This is an optimization exercise on Yosys and OpenROAD, whose aim is small area, a short achievable clock period and few clock cycles per item, not a production implementation. In this exercise RTL edits were held to simulation tests only and were not proved equivalent to the original. No activity file was given, so power comes from the tool's default toggle rates.

Setup of v6:
## JAM
module JAM (
    input CLK,
    input RST,
    output reg [2:0] W,
    output reg [2:0] J,
    input [6:0] Cost,
    output reg [3:0] MatchCount,
    output reg [9:0] MinCost,
    output Valid
);
localparam S_COL = 4'd0, S_ROW = 4'd1, S_RK1 = 4'd2, S_RK2 = 4'd3,
           S_RK3 = 4'd4, S_INIT = 4'd5, S_SRCH = 4'd6, S_DRAIN = 4'd7,
           S_FIN = 4'd8, S_DONE = 4'd9;
localparam K_TRY = 2'd0, K_LEAF = 2'd1, K_RR = 2'd2;
reg  [3:0]  st;
reg  [3:0]  pst;          
reg  [5:0]  v [0:7];      
reg  [5:0]  u [0:7];      
reg  [2:0]  z [0:7];      
reg  [3:0]  key [0:6];    
reg  [2:0]  rank [0:7];   
reg  [6:0]  m1, m2;       
reg  [2:0]  z1;           
reg         cf;           
reg         rk;           
reg         rk2;          
reg  [2:0]  rrow;         
reg  [3:0]  nkey;         
reg  [2:0]  k;            
reg  [7:0]  used;         
reg  [1:0]  kind;
reg  [2:0]  jstk [0:6];   
reg  [6:0]  creg;
reg  [6:0]  uvreg;        
reg  [2:0]  pw, pj;
reg  [2:0]  pkup, prow_up, pnchild;
reg  [7:0]  pused_up;
reg  [1:0]  pkind;
reg         pvld;
reg  [9:0]  bud;          
integer i;
assign Valid = (st == S_DONE);
function [3:0] next_job;
    input [7:0] m;        
    input [2:0] zr;
    input [2:0] a;        
    input       first;    
    reg   [7:0] mz;
    integer n;
    begin
        mz = m | (8'd1 << zr);
        next_job = 4'd8;
  ...
Settings: LEC_CHECK=0, ABC_AREA=1, CAP_MARGIN=20, CORE_MARGIN=2, CORE_UTILIZATION=55, PLACE_DENSITY=0.7, SETUP_SLACK_MARGIN=5, SLEW_MARGIN=20; clock period 9.0 ns.
run.sh (not shown) runs the stock make flow with config.mk's settings and CLKGATE_MAP_FILE= SYNTH_SCRIPT=/design/flow/synth_recipe.tcl, a recipe that flattens the netlist after the stock synthesis.
Testbench counts of v6, summed over its fixed seeds: cycles 3,785, jobs 12.
What v7 does differently from v6 at the input level:
-- flow/design.v --
<<< v6, line 15
reg  [3:0]  st;
reg  [3:0]  pst;          
reg  [5:0]  v [0:7];      
reg  [5:0]  u [0:7];      
reg  [2:0]  z [0:7];      
reg  [3:0]  key [0:6];    
>>> v7, line 15
reg  [3:0]  st;
reg  [3:0]  pst;          
reg  [6:0]  v [0:7];      
reg  [6:0]  u [0:7];      
reg  [2:0]  z [0:7];      
reg  [3:0]  key [0:6];    
<<< v6, line 32
reg  [2:0]  jstk [0:6];   
reg  [6:0]  creg;
reg  [6:0]  uvreg;        
reg  [2:0]  pw, pj;
reg  [2:0]  pkup, prow_up, pnchild;
>>> v7, line 32
reg  [2:0]  jstk [0:6];   
reg  [6:0]  creg;
reg  [7:0]  uvreg;        
reg  [2:0]  pw, pj;
reg  [2:0]  pkup, prow_up, pnchild;
<<< v6, line 69
wire [23:0] rkv = {rank[7], rank[6], rank[5], rank[4], rank[3], rank[2], rank[1], rank[0]};
wire [6:0] cmin = (pw == 3'd0 || creg < m1) ? creg : m1;
wire [6:0] cv = creg - uvreg;           
wire [5:0] m1s = (m1 > 7'd63) ? 6'd63 : m1[5:0];
wire [5:0] cmins = (cmin > 7'd63) ? 6'd63 : cmin[5:0];
wire       lt1 = cv < m1;
wire       lt2 = cv < m2;
>>> v7, line 69
wire [23:0] rkv = {rank[7], rank[6], rank[5], rank[4], rank[3], rank[2], rank[1], rank[0]};
wire [6:0] cmin = (pw == 3'd0 || creg < m1) ? creg : m1;
wire [6:0] cv = creg - uvreg[6:0];      
wire       lt1 = cv < m1;
wire       lt2 = cv < m2;
<<< v6, line 84
end
wire [2:0] nge = ge[0] + ge[1] + ge[2] + ge[3] + ge[4] + ge[5] + ge[6];
wire [6:0] r = creg - uvreg;            
wire       le = {3'd0, r} <= bud;
wire       lt = {3'd0, r} < bud;
>>> v7, line 82
end
wire [2:0] nge = ge[0] + ge[1] + ge[2] + ge[3] + ge[4] + ge[5] + ge[6];
wire [6:0] r = creg - uvreg[6:0];       
wire       le = {3'd0, r} <= bud;
wire       lt = {3'd0, r} < bud;
<<< v6, line 122
always @(posedge CLK) begin
    creg <= Cost;
    uvreg <= ((st == S_ROW) ? 7'd0 : {1'b0, u[W]}) + {1'b0, v[J]};
    pw <= W;
    pj <= J;
>>> v7, line 120
always @(posedge CLK) begin
    creg <= Cost;
    uvreg <= ((st == S_ROW) ? 8'd0 : {1'b0, u[W]}) + {1'b0, v[J]};
    pw <= W;
    pj <= J;
<<< v6, line 148
            m1 <= cmin;
            if (pw == 3'd7) begin
                v[pj] <= cmins;
                cf <= 1'b1;
            end
        end
        if (cf) MinCost <= MinCost + m1s;
        if (pst == S_ROW) begin
            if (new1) begin
>>> v7, line 146
            m1 <= cmin;
            if (pw == 3'd7) begin
                v[pj] <= cmin;
                cf <= 1'b1;
            end
        end
        if (cf) MinCost <= MinCost + m1;
        if (pst == S_ROW) begin
            if (new1) begin
<<< v6, line 165
        end
        if (rk) begin
            u[rrow] <= m1s;
            z[rrow] <= z1;
            MinCost <= MinCost + m1s;
            nkey <= (gap > 7'd15) ? 4'd15 : gap[3:0];
        end
>>> v7, line 163
        end
        if (rk) begin
            u[rrow] <= m1;
            z[rrow] <= z1;
            MinCost <= MinCost + m1;
            nkey <= (gap > 7'd15) ? 4'd15 : gap[3:0];
        end
### Flow results
Between v6 and v7, the flow reports number of global-route vias before repair decreasing slightly.
v7: done, clean on timing, DRC and antenna
| power share of the combinational group | v7 vs v6 | 0.9 points higher |
The final reports for v7 and v6 show die area higher in the former.
Per the comparison of v7 with v6, area fraction in compound gates after synthesis has increased, simple-gate portion of the synthesized area has decreased, share of the core filled with cells has increased, wire length has decreased.
v7 against v6: wire length of the first global-routing pass now sits lower; placed instance area now sits higher; final instance count without filler cells saw an increase.
Testbench counts of v7, summed over its fixed seeds: cycles 3,785, jobs 12.

re-timing with driven ports:
How much do the figures lean on ideal ports? The routed layouts below were timed once more, with nothing changed but the port constraints. Step 1 (the two cells are an assumption about what drives the block):
set clk [get_ports {CLK}]
set_driving_cell -lib_cell sky130_fd_sc_hd__clkbuf_16 $clk
set_driving_cell -lib_cell sky130_fd_sc_hd__buf_2 [delete_from_list [all_inputs] $clk]
Step 2 adds t to the input delays and takes it off the output delays; t is the mean of the earliest and latest rising clock arrival at the registers after step 1. Input paths then give back, and output paths get back, about the clock's delay inside the block. a / b / c = no drivers / after step 1 / after step 2; a / b = the first two.
| run | shift t [ns] | slack for setup (ns) | slew at the worst register clock pin (ns) |
|---|---|---|---|
| v6 | 0.565 | 5.129 / 5.078 / 4.637 | 0.06 / 0.06 |
| v7 | 0.585 | 5.061 / 5.059 / 4.474 | 0.06 / 0.06 |
After both steps setup and hold are still met in every run listed. The setup slack of v7, which loses most, moves by -0.002 ns with the drivers and by -0.587 ns with both steps.
